Background: an optimization exercise with open tools, aiming at small area. Do not read the settings as production practice. No functional check of the RTL was part of this run. No activity file was given, so power comes from the tool's default toggle rates.

===== flow/config.mk =====
export PLATFORM = sky130hd
export DESIGN_NAME = filter_all
export DESIGN_NICKNAME = filter_all
export VERILOG_FILES = /design/flow/design.v
export SDC_FILE = /design/flow/constraint.sdc
export NUM_CORES = 8
export LEC_CHECK = 0
export CAP_MARGIN = 20
export CORE_MARGIN = 2
export CORE_UTILIZATION = 40
export SLEW_MARGIN = 20

===== flow/constraint.sdc =====
create_clock -name core_clock -period 10.0 [get_ports {clk}]
set_input_delay 2.0000 -clock core_clock [delete_from_list [all_inputs] [get_ports {clk}]]
set_output_delay 2.0000 -clock core_clock [all_outputs]
set_load 0.01 [all_outputs]

===== flow/design.v =====
module multiplier (
    input wire clk,
    input wire rst,
    input wire [15:0] X,
    input wire [15:0] Y,
    output  reg [31:0] product
);
    reg [31:0] P;
    reg [15:0] Q;
    reg [5:0] count;
    wire [15:0] X_abs;
    wire [15:0] Y_abs;
    reg [15:0] X_reg;
    reg [15:0] Y_reg;
    assign X_abs = (X_reg[15]==1) ? ~X_reg + 1 : X_reg ;     
    assign Y_abs = (Y[15]==1) ? ~Y + 1 : Y ;            
    always @(posedge clk or negedge rst)                 
    begin
        if (!rst)
            count <= 6'd0;
        else if (count == 6'd33)
            count <= 6'd0;
        else
            count <= count + 6'd1;
    end
    always @(posedge clk or negedge rst)
    begin
        if (!rst) begin
            P <= 16'd0;
            Q <= 16'd0;
        end
        else if (count == 6'd0) begin                     
            P <= 16'd0; 
            Q <= Y_abs;                                 
            X_reg<=X;
            Y_reg<=Y;
        end
        else if(count[0]==6'd1 && count[0]!=6'd33)begin      
            if(Q[0]==1)begin
                P<=P+X_abs;
                Q<=Q;
            end
            else begin
                P<=P;
                Q<=Q;
            end
        end
        else if(count[0]==6'd0 && count!=6'd0)begin      
            {P,Q}<={P,Q}>>1;
        end
    end
always @(posedge clk or negedge rst)                 
    begin
        if (!rst) begin
            product<=32'd0;
        end
        else if(count==6'd33&&X==X_reg&&Y==Y_reg)begin
            if(X[15] ^ Y[15]==1'b0)                                             
                product <= {P[15:0],Q[15:0]};
            else
                product <=  ~ { P[15:0], Q[15:0] } + 1;                 
        end
    end
endmodule
module filter_cx_2node 
#(  
     parameter a1 =  16'd0,
     parameter a2 =  16'd0,
     parameter a3 =  16'd0,
     parameter a4 =  16'd0,
     parameter a5 =  16'd0,   
     parameter a6 =  16'd0,
     parameter b1 =  16'd0,     
     parameter b2 =  16'd0,
     parameter b3 =  16'd0,     
     parameter b4 =  16'd0,      
     parameter b5 =  16'd0,
     parameter b6 =  16'd0
)(
	input   	rst,
	input		clk,
	input	 signed [15:0]	din,
	output   signed [15:0]	dout,
    input  [15:0] yiwei_1 ,
    input  [15:0] yiwei_2 
	);
	wire signed [33:0] Xout_1;
	wire signed [15:0] Yin_1;
	wire signed [33:0] Yout_1;
    wire signed [15:0]	dout_node;
	 Zero_2node 
    #(
     .a1(a1), 
     .a2(a2),
     .a3(a3)
    )U0(
		.rst (rst),
		.clk (clk),
		.Xin (din),
		.Xout (Xout_1)
		);
    Pole_2node  
    #(
     .b1(b1), 
     .b2(b2),
     .b3(b3)
    )U1(
		.rst (rst),
		.clk (clk),
		.Yin (Yin_1),
		.Yout (Yout_1)
		);
    wire signed [33:0] Ysum_1;
    assign Ysum_1 = Xout_1 - Yout_1;
	wire signed [33:0] Ydiv_1;
	assign Ydiv_1 = Ysum_1 >>> b1;
	assign Yin_1 = ((!rst) ? 16'd0 : Ydiv_1[15:0]);
	assign dout_node = Yin_1<<yiwei_1;
    wire signed [33:0] Xout_2;
    wire signed [15:0] Yin_2;
	wire signed [33:0] Yout_2;
    Zero_2node 
    #(
     .a1(a4), 
     .a2(a5),
     .a3(a6)
    )U2(
		.rst (rst),
		.clk (clk),
		.Xin (dout_node),
		.Xout (Xout_2)
		);
    Pole_2node  
    #(
     .b1(b4), 
     .b2(b5),
     .b3(b6)
    )U3(
		.rst (rst),
		.clk (clk),
		.Yin (Yin_2),
		.Yout (Yout_2)
		);
    wire signed [33:0] Ysum_2;
    assign Ysum_2 = Xout_2 - Yout_2;
	wire signed [33:0] Ydiv_2;
	assign Ydiv_2 = Ysum_2 >>> b4;   
	assign Yin_2 = ((!rst) ? 16'd0 : Ydiv_2[15:0]);
	assign dout = Yin_2<<yiwei_2;
endmodule
module Zero_2node
#(
     parameter a1 =  16'd0, 
     parameter a2 =  16'd0,
     parameter a3 =  16'd0
)
(
    input               rst,  
    input               clk,
    input   signed [15:0] Xin,   
    output  signed [33:0] Xout    
);
    reg signed [15:0] Xin_Reg[2:0];   
    always @(posedge clk or negedge rst) begin
        if (!rst) begin 
         Xin_Reg[0] <= 16'd0;   
         Xin_Reg[1] <= 16'd0;   
         Xin_Reg[2] <= 16'd0;   
        end else begin
        if(Xin_Reg[0]!=Xin)begin
         Xin_Reg[2] <= Xin_Reg[1];   
         Xin_Reg[1] <= Xin_Reg[0];   
         Xin_Reg[0] <= Xin;   
        end
        end
    end
    wire signed [31:0] Mult_Reg[2:0];    
    multiplier Umult0 (
        .clk(clk),
        .rst(rst),
        .X (Xin_Reg[0]),
        .Y (a1),
        .product (Mult_Reg[0])   
    );	
    multiplier Umult1 (
        .clk(clk),
        .rst(rst),
        .X (Xin_Reg[1]),
        .Y (a2),
        .product (Mult_Reg[1])   
    );
    multiplier Umult2 (
        .clk(clk),
        .rst(rst),
        .X (Xin_Reg[2]),
        .Y (a3),
        .product (Mult_Reg[2])   
    );
    assign Xout = {{2{Mult_Reg[0][31]}}, Mult_Reg[0]} +   
                   {{2{Mult_Reg[1][31]}}, Mult_Reg[1]} +   
                   {{2{Mult_Reg[2][31]}},  Mult_Reg[2]};   
endmodule
module Pole_2node
#(
     parameter b1 =  16'd0, 
     parameter b2 =  16'd0,
     parameter b3 =  16'd0
)(
    input               rst,  
    input               clk,
    input   signed [15:0] Yin,   
    output  signed [33:0] Yout    
);
    reg signed [15:0] Yin_Reg[2:0];   
    always @(posedge clk or negedge rst) begin
        if (!rst) begin 
         Yin_Reg[0] <= 16'd0;   
         Yin_Reg[1] <= 16'd0;   
         Yin_Reg[2] <= 16'd0;   
        end else begin
        if(Yin_Reg[0]!=Yin)begin
         Yin_Reg[2] <= Yin_Reg[1];   
         Yin_Reg[1] <= Yin_Reg[0];   
         Yin_Reg[0] <= Yin;   
        end
        end
    end
    wire signed [31:0] Mult_Reg[1:0];    
    multiplier Umult0 (
        .clk(clk),
        .rst(rst),
        .X (Yin_Reg[1]),
        .Y (b2),
        .product (Mult_Reg[0])   
    );	
    multiplier Umult1 (
        .clk(clk),
        .rst(rst),
        .X (Yin_Reg[2]),
        .Y (b3),
        .product (Mult_Reg[1])   
    );
    assign Yout = {{2{Mult_Reg[0][31]}}, Mult_Reg[0]} +   
                   {{2{Mult_Reg[1][31]}}, Mult_Reg[1]};   
endmodule
module mix_filter_32bits
#(  
     parameter a1 =  16'd0,
     parameter a2 =  16'd0,
     parameter a3 =  16'd0,
     parameter a4 =  16'd0,
     parameter a5 =  16'd0,   
     parameter a6 =  16'd0,
     parameter b1 =  16'd0,     
     parameter b2 =  16'd0,
     parameter b3 =  16'd0,     
     parameter b4 =  16'd0,      
     parameter b5 =  16'd0,
     parameter b6 =  16'd0
)(
        input clk,
        input reset_n,
        input [31:0] audio_in,  
        output reg [31:0] audio_out,  
        input valid_in,  
        output reg valid_out,  
        input  [15:0] yiwei_1,
        input  [15:0] yiwei_2 
);
    wire signed [15:0] left_channel = audio_in[31:16] ;
    wire signed [15:0] right_channel = audio_in[15:0] ;
    wire signed [15:0] filtered_left ;
    wire signed [15:0] filtered_right ;
 filter_cx_2node
 #(
     .a1(a1), 
     .a2(a2),
     .a3(a3),
     .a4(a4),
     .a5(a5),
     .a6(a6),  
     .b1(b1), 
     .b2(b2),
     .b3(b3),
     .b4(b4),
     .b5(b5),
     .b6(b6)
    )
 filter_left_0 (
        .clk(clk),
        .rst(reset_n),
        .din(left_channel),
        .dout(filtered_left),
     .yiwei_1(yiwei_1),
     .yiwei_2(yiwei_2)
    ); 
always @(posedge clk or negedge reset_n) begin
        if (!reset_n) begin
            valid_out <= 0;
            audio_out <= 0;
        end else begin
            if (valid_in) begin
                if (1) begin
                   audio_out <= {filtered_left, filtered_left};  
                    valid_out <= 1;  
                end else begin
                    valid_out <= 0;  
                end
            end
        end
end  
endmodule
module filter_all
               (
             input   clk,
             input    clk_enable,
             input     reset,
             input signed [31:0]   filter_in,
             output  reg signed [31:0]   filter_out_all,
      input  [15:0]  filter_gain_100_1k_1,
      input  [15:0]  filter_gain_100_1k_2,
      input  [15:0]  filter_gain_1k_3k_1,
      input  [15:0]  filter_gain_1k_3k_2,
      input  [15:0]  filter_gain_3k_5k_1,
      input  [15:0]  filter_gain_3k_5k_2,
      input  [15:0]  filter_gain_5k_8k_1,
      input  [15:0]  filter_gain_5k_8k_2,
      input  [15:0]  filter_gain_6k_15k_1,
      input  [15:0]  filter_gain_6k_15k_2
                );
  wire   signed [31:0] filter_out[4:0];
  wire   signed [31:0]filter_out_a;
  assign filter_out_a=(filter_gain_100_1k_1)?filter_in:0;
     parameter a1_100_1k =  16'd927 ; 
     parameter a2_100_1k =  16'd0;
     parameter a3_100_1k =  -16'd927;     
     parameter a4_100_1k =  16'd927;
     parameter a5_100_1k =  16'd0;
     parameter a6_100_1k =  -16'd927; 
     parameter b1_100_1k =  16'd16;    
     parameter b2_100_1k =  -16'd32478;
     parameter b3_100_1k =  16'd16097;
     parameter b4_100_1k =  16'd16;
     parameter b5_100_1k =  -16'd30279;
     parameter b6_100_1k =  16'd14116;
     parameter a1_1k_3k =  16'd1966 ; 
     parameter a2_1k_3k =  16'd0;
     parameter a3_1k_3k =  -16'd1966;     
     parameter a4_1k_3k =  16'd1966;
     parameter a5_1k_3k =  16'd0;
     parameter a6_1k_3k =  -16'd1966; 
     parameter b1_1k_3k =  16'd16;    
     parameter b2_1k_3k =  -16'd30704;
     parameter b3_1k_3k =  16'd14659;
     parameter b4_1k_3k =  16'd16;
     parameter b5_1k_3k =  -16'd27287;
     parameter b6_1k_3k =  16'd12647;
     parameter a1_3k_5k =  16'd1966 ; 
     parameter a2_3k_5k =  16'd0;
     parameter a3_3k_5k =  -16'd1966;     
     parameter a4_3k_5k =  16'd1966;
     parameter a5_3k_5k =  16'd0;
     parameter a6_3k_5k =  -16'd1966; 
     parameter b1_3k_5k =  16'd16;    
     parameter b2_3k_5k =  -16'd24232;
     parameter b3_3k_5k =  16'd13199;
     parameter b4_3k_5k =  16'd16;
     parameter b5_3k_5k =  -16'd27761;
     parameter b6_3k_5k =  16'd14044;
     parameter a1_5k_8k =  16'd3056 ; 
     parameter a2_5k_8k =  16'd0;
     parameter a3_5k_8k =  -16'd3056;     
     parameter a4_5k_8k =  16'd3056;
     parameter a5_5k_8k =  16'd0;
     parameter a6_5k_8k =  -16'd3056; 
     parameter b1_5k_8k =  16'd16;    
     parameter b2_5k_8k =  -16'd20931;
     parameter b3_5k_8k =  16'd12567;
     parameter b4_5k_8k =  16'd16;
     parameter b5_5k_8k =  -16'd13402;
     parameter b6_5k_8k =  16'd11679;
     parameter a1_6k_15k =  16'd2238 ; 
     parameter a2_6k_15k =  16'd0;
     parameter a3_6k_15k =  -16'd2238;     
     parameter a4_6k_15k =  16'd2238;
     parameter a5_6k_15k =  16'd0;
     parameter a6_6k_15k =  -16'd2238; 
     parameter b1_6k_15k =  16'd16;    
     parameter b2_6k_15k =  -16'd29802;
     parameter b3_6k_15k =  16'd14189;
     parameter b4_6k_15k =  16'd16;
     parameter b5_6k_15k =  -16'd25864;
     parameter b6_6k_15k =  16'd412350;
   mix_filter_32bits   
#(
     .a1(a1_100_1k), 
     .a2(a2_100_1k),
     .a3(a3_100_1k),
     .a4(a4_100_1k),
     .a5(a5_100_1k),
     .a6(a6_100_1k),  
     .b1(b1_100_1k), 
     .b2(b2_100_1k),
     .b3(b3_100_1k),
     .b4(b4_100_1k),
     .b5(b5_100_1k),
     .b6(b6_100_1k)
    )filter_100_1k( 
        .clk(clk),
        .reset_n(reset),
        .valid_in(clk_enable),
        .audio_in(filter_in),
        .audio_out(filter_out[0]),
        .valid_out(),
     .yiwei_1(filter_gain_100_1k_1),
     .yiwei_2(filter_gain_100_1k_2));
 mix_filter_32bits   
#(
     .a1(a1_1k_3k), 
     .a2(a2_1k_3k),
     .a3(a3_1k_3k),
     .a4(a4_1k_3k),
     .a5(a5_1k_3k),
     .a6(a6_1k_3k),  
     .b1(b1_1k_3k), 
     .b2(b2_1k_3k),
     .b3(b3_1k_3k),
     .b4(b4_1k_3k),
     .b5(b5_1k_3k),
     .b6(b6_1k_3k)
    )filter_1k_3k( 
        .clk(clk),
        .reset_n(reset),
        .valid_in(clk_enable),
        .audio_in(filter_in),
        .audio_out(filter_out[1]),
        .valid_out(),
      .yiwei_1(filter_gain_1k_3k_1),
     .yiwei_2(filter_gain_1k_3k_2));
  mix_filter_32bits   
#(
     .a1(a1_3k_5k), 
     .a2(a2_3k_5k),
     .a3(a3_3k_5k),
     .a4(a4_3k_5k),
     .a5(a5_3k_5k),
     .a6(a6_3k_5k),  
     .b1(b1_3k_5k), 
     .b2(b2_3k_5k),
     .b3(b3_3k_5k),
     .b4(b4_3k_5k),
     .b5(b5_3k_5k),
     .b6(b6_3k_5k)
    )filter_3k_5k( 
        .clk(clk),
        .reset_n(reset),
        .valid_in(clk_enable),
        .audio_in(filter_in),
        .audio_out(filter_out[2]),
        .valid_out(),
     .yiwei_1(filter_gain_3k_5k_1),
     .yiwei_2(filter_gain_3k_5k_2));
  mix_filter_32bits   
#(
     .a1(a1_5k_8k), 
     .a2(a2_5k_8k),
     .a3(a3_5k_8k),
     .a4(a4_5k_8k),
     .a5(a5_5k_8k),
     .a6(a6_5k_8k),  
     .b1(b1_5k_8k), 
     .b2(b2_5k_8k),
     .b3(b3_5k_8k),
     .b4(b4_5k_8k),
     .b5(b5_5k_8k),
     .b6(b6_5k_8k)
    )filter_5k_8k( 
        .clk(clk),
        .reset_n(reset),
        .valid_in(clk_enable),
        .audio_in(filter_in),
        .audio_out(filter_out[3]),
        .valid_out(),
     .yiwei_1(filter_gain_5k_8k_2),
     .yiwei_2(filter_gain_5k_8k_2));
  mix_filter_32bits   
#(
     .a1(a1_6k_15k), 
     .a2(a2_6k_15k),
     .a3(a3_6k_15k),
     .a4(a4_6k_15k),
     .a5(a5_6k_15k),
     .a6(a6_6k_15k),  
     .b1(b1_6k_15k), 
     .b2(b2_6k_15k),
     .b3(b3_6k_15k),
     .b4(b4_6k_15k),
     .b5(b5_6k_15k),
     .b6(b6_6k_15k)
    )filter_6k_15k( 
        .clk(clk),
        .reset_n(reset),
        .valid_in(clk_enable),
        .audio_in(filter_in),
        .audio_out(filter_out[4]),
        .valid_out(),
     .yiwei_1(filter_gain_6k_15k_1),
     .yiwei_2(filter_gain_6k_15k_2));      
   always @( posedge clk or negedge reset)
      if (!reset) filter_out_all <= 0;
      else begin
      filter_out_all <=  filter_out_a  + filter_out[0] + filter_out[1] + filter_out[2] + filter_out[3] + filter_out[4]   ;
        end
endmodule

===== flow/run.sh =====
#!/bin/bash
# synth_recipe.tcl (not shown) runs the flow's synth.tcl, then flattens the netlist and writes it again
# the make line also repeats each setting of config.mk as NAME=value (left out here)
make -C /OpenROAD-flow-scripts/flow DESIGN_CONFIG=/design/flow/config.mk WORK_HOME=/design/flow/orfs CLKGATE_MAP_FILE= SYNTH_SCRIPT=/design/flow/synth_recipe.tcl finish

==> qor.csv <==
stage;metric;value;unit
run_status;status;complete, no violations;
routing;# DRC;0;
routing;via-per-instance ratio;5.50;
power_and_ir_drop;VDD IR-drop max;0.000139;V
yosys;top cell type's share of synthesized area;0.348;
power_and_ir_drop;Total Power;0.0595;W
final_layout;Final nets;42700;
clocking;Max Root-Sink Buffers;5;
routing;DRT Pass-1 Iters;6;
global_route;vias in the first global route;287000;
hold_path;classification of the worst-slack hold path;flip-flop to flip-flop;
final_layout;ratio of cells with drive above 1 in the final layout;0.0678;
power_and_ir_drop;Pwr Density;139;nW/um2
timing;Max Fclk;124;MHz
timing;Final setup viols;0;
placement;Port Buf Inserts;210;
final_layout;P&R area growth vs syn;10.4;%
yosys;multiplexer share of the synthesized area;0.0566;
yosys;Synth Area in Compound Gates;0.139;
setup_path;worst r2r dst;filter_100_1k.filter_left_0.U2.Xin_Reg[2][14];
timing;Tcrit/Tclk final;0.809;
setup_path;WS Path Type;input pin to flip-flop;
clocking;# clock sinks;6172;
setup_path;nature of the critical path startpoint;input pin;
final_layout;area of the multi-input gates;213000;um2
timing;Slew HR;0.162;
yosys;Yosys reg bits;6172;
final_layout;register area;159000;um2
setup_path;worst-path fanout max;29;
yosys;Synth Area in XOR/XNOR;0.107;
hold_path;HP Start;filter_1k_3k.filter_left_0.U1.Umult1.product[17];
yosys;async set-reset flop share out of synthesis;0.870;
final_layout;Non-Filler Instances;53500;
setup_path;worst reg-to-reg setup slack;2.46;ns
yosys;Main synth FF type;dfrtp_1;
placement;Final HPWL DP;783000;um
setup_path;R2R cell count;23;
timing;Final TNS setup;0;ns
die;die width;987;um
routing;Routed wire per std cell;19.8;um
yosys;Yosys Warn Count;50;
yosys;Mapped Area;387000;um2
global_route;pin count of the biggest net entering global routing;162;
yosys;Synth Area per Inst;9.53;um2
placement;placed cell area;401000;um2
yosys;Synth Area in Simple Gates;0.146;
clocking;clock latency (worst-skew pair);1.11;ns
global_route;antenna violations before repair;51;
clocking;Post-CTS Hold Buffers;0;
timing;Worst-Margin Slew;1.25;ns
hold_path;Hold Path Cell Cnt;2;
routing;final wirelength;1060000;um
die;starting density of the core;0.401;
setup_path;CP arrival;9.12;ns
clocking;CTS resizes;0;
yosys;Cells after Synth;40600;
timing;Max Slew Vio Count;0;
clocking;Worst-path clk slew;0.06;ns
final_layout;Post-Layout Inst Area;427000;um2
timing;Min Hold Slack;0.478;ns
routing;Vias;295000;
placement;Cells after DPL;52200;
yosys;EDFF count, synth;800;
setup_path;WP data required;11.03;ns
final_layout;Layout fillers;91300;
run;max-cap viol count;0;
timing;Final Hold Vio Count;0;
timing;clock skew;0.101;ns
die;core area;965000;um2
clocking;total CTS buffers;731;
die;DIE AREA;975000;um2
yosys;top area cells in the synthesized netlist;dfrtp_1 (35%), xnor2_1 (6.9%), edfxtp_1 (6.2%);
timing;unrepaired setup endpoints after global routing;no;
yosys;largest family of logic cells by synthesized area;simple AND/OR/NAND/NOR gates;
clocking;CTS tree;yes;
yosys;Yosys cell types;105;
clocking;postcts setup bufs;0;
timing;crit path time final;8.09;ns
setup_path;CP endpoint kind;flip-flop;
yosys;Syn Nets;43200;
power_and_ir_drop;P_leak;188;nW
global_route;global route overflow;0;
placement;GP Congestion;0.932;
die;Die Y;987;um
global_route;first-pass GRT wire length;1670000;um
yosys;area share of fa/ha/maj cells after synthesis;0.100;
routing;DR iter-0 viols;24100;
die;row cnt;361;
yosys;cell taking the most area after synthesis;dfrtp_1;
hold_path;hold-critical path endpoint;filter_1k_3k.filter_left_0.U1.Umult1.product[17];
yosys;post-synthesis sequential area ratio;0.410;
die;IO Pins;227;
clocking;Max H-tree Level;6;
routing;post-route ant nets;0;
global_route;overall routing resource usage;0.211;
clocking;Root Buffer;clkbuf_16;
[Yosys cell counts (246+ instances only)]
cell      instances
a211oi_1       1010
a21oi_1        2305
and3_1          396
clkbuf_1       1803
dfrtp_1        5372
edfxtp_1        800
fa_1           1068
ha_1           1390
inv_1          2292
mux2_2          765
mux2i_1        1277
nand2_1        3362
nand2b_1        315
nand3_1         721
nand4_1         333
nor2_1         3816
nor2b_1         308
nor3_1         1114
nor4_1          387
o21ai_0        3056
o31ai_1         461
o41ai_1         247
or3_1           393
or4_1           246
xnor2_1        3040
xor2_1         1679
[placed cells by master, fill, tap and decap left out, types with 333 or more instances in the layout]
| master | Yosys | final |
|---|---|---|
| buf_4 | 6 | 436 |
| and3_1 | 396 | 389 |
| o21ai_0 | 3056 | 3055 |
| or3_1 | 393 | 393 |
| nand2_1 | 3362 | 3362 |
| nor4_1 | 387 | 366 |
| xnor2_1 | 3040 | 3039 |
| o31ai_1 | 461 | 461 |
| ha_1 | 1390 | 1390 |
| nor2_1 | 3816 | 3806 |
| mux2i_1 | 1277 | 1277 |
| nand4_1 | 333 | 333 |
| dfrtp_1 | 5372 | 5321 |
| xor2_1 | 1679 | 1679 |
| a21oi_1 | 2305 | 2305 |
| nand3_1 | 721 | 691 |
| a211oi_1 | 1010 | 1009 |
| clkbuf_16 | 0 | 738 |
| fa_1 | 1068 | 1068 |
| nor3_1 | 1114 | 1111 |
| inv_1 | 2292 | 2290 |
| edfxtp_1 | 800 | 800 |
| mux2_2 | 765 | 765 |
[power by group]
group          switching (W)  internal, W  leakage (nW)  total [W]
Combinational        0.00268      0.00196          98.2    0.00463
Sequential          0.000932       0.0259          77.9     0.0268
Clock                 0.0114       0.0166          12.3     0.0280
[area by class of cell]
class                      count  share of cell area
clock buffer                1002              0.0483
tap                        12900              0.0378
inverter                    2322              0.0204
timing repair buffer         672              0.0135
multi-input combinational  30100               0.498
clock inverter               333              0.0105
antenna                       50            0.000293
sequential                  6172               0.371
[how the worst max path moves through the flow]
stage / from / to / slack [ns] / depth (start not counted)
floorplan: filter_gain_100_1k_1[1] / filter_out_all[30] / 2.27 / 28
global placement: filter_gain_100_1k_1[7] / filter_out_all[30] / 0.46 / 28
detailed placement: filter_gain_100_1k_1[6] / filter_out_all[30] / 0.74 / 28
CTS: filter_gain_100_1k_1[6] / filter_out_all[30] / 1.93 / 28
global route: filter_gain_100_1k_1[6] / filter_out_all[30] / 1.48 / 29
finish: filter_gain_100_1k_1[7] / filter_out_all[30] / 1.91 / 28
[through the flow]
step                 util  setup WS [ns]
floorplan               -           2.27
global placement    0.416          0.456
detailed placement  0.416          0.743
CTS                 0.442           1.93
global route        0.442           1.48
finish              0.442           1.91
[cells by family after synthesis]
| logic type | after synthesis |
|---|---|
| AND/OR/NAND/NOR | 12100 |
| buffers and inverters | 4316 |
| flip-flops | 6172 |
| adder cells (fa/ha/maj) | 2458 |
| multiplexers | 2070 |
| XOR/XNOR | 4719 |
| AO/OA/AOI/OAI | 8795 |
[worst max-delay path, cell delays in order]
cell             delay [ns]
clkdlybuf4s50_1        0.40
nor4_1                 0.33
nand3_1                0.15
or3_1                  0.51
buf_4                  0.26
buf_4                  0.26
and2_1                 0.21
fa_1                   0.50
inv_1                  0.06
fa_1                   0.43
fa_1                   0.55
inv_1                  0.04
ha_1                   0.31
nor2b_1                0.15
o21ai_0                0.28
a21boi_0               0.21
o211ai_1               0.29
a21oi_1                0.14
a41oi_1                0.40
a211o_1                0.27
o211a_1                0.23
a21oi_1                0.09
a41o_1                 0.26
o41ai_1                0.24
buf_4                  0.17
o21bai_1               0.05
a21oi_1                0.17
xnor2_1                0.13
[metal layers]
metal  routed length (um)  GRT usage
met5                   85          0
met4                31600     0.0589
met3                58300     0.0273
met2               470000      0.329
met1               500000      0.310

static timing again, ports no longer ideal:
No port has a modelled driver above. Below, the same layout with a new extraction and two added sets of constraints. Step 1 sets driving cells, clkbuf_16 on the clock port and buf_2 on the other inputs (assumed; they add their load-dependent delay and slew). Step 2 adds t to the input delays and takes it off the output delays; t is the mean of the earliest and latest rising clock arrival at the registers after step 1. Input paths then give back, and output paths get back, about the clock's delay inside the block. Three values: ideal, step 1, step 2; two values: the first two.
t (ns): 1.212
slack for setup (ns): 1.905 / 2.027 / 0.815
worst hold slack (ns): 0.478 / 0.478 / 0.478
worst data-port slew with drivers (ns): 0.40
pins driven straight from the clock port: 1
After both steps this run still meets setup and hold. For this run, drivers alone change the setup slack by +0.122 ns; drivers and shift together by -1.090 ns.
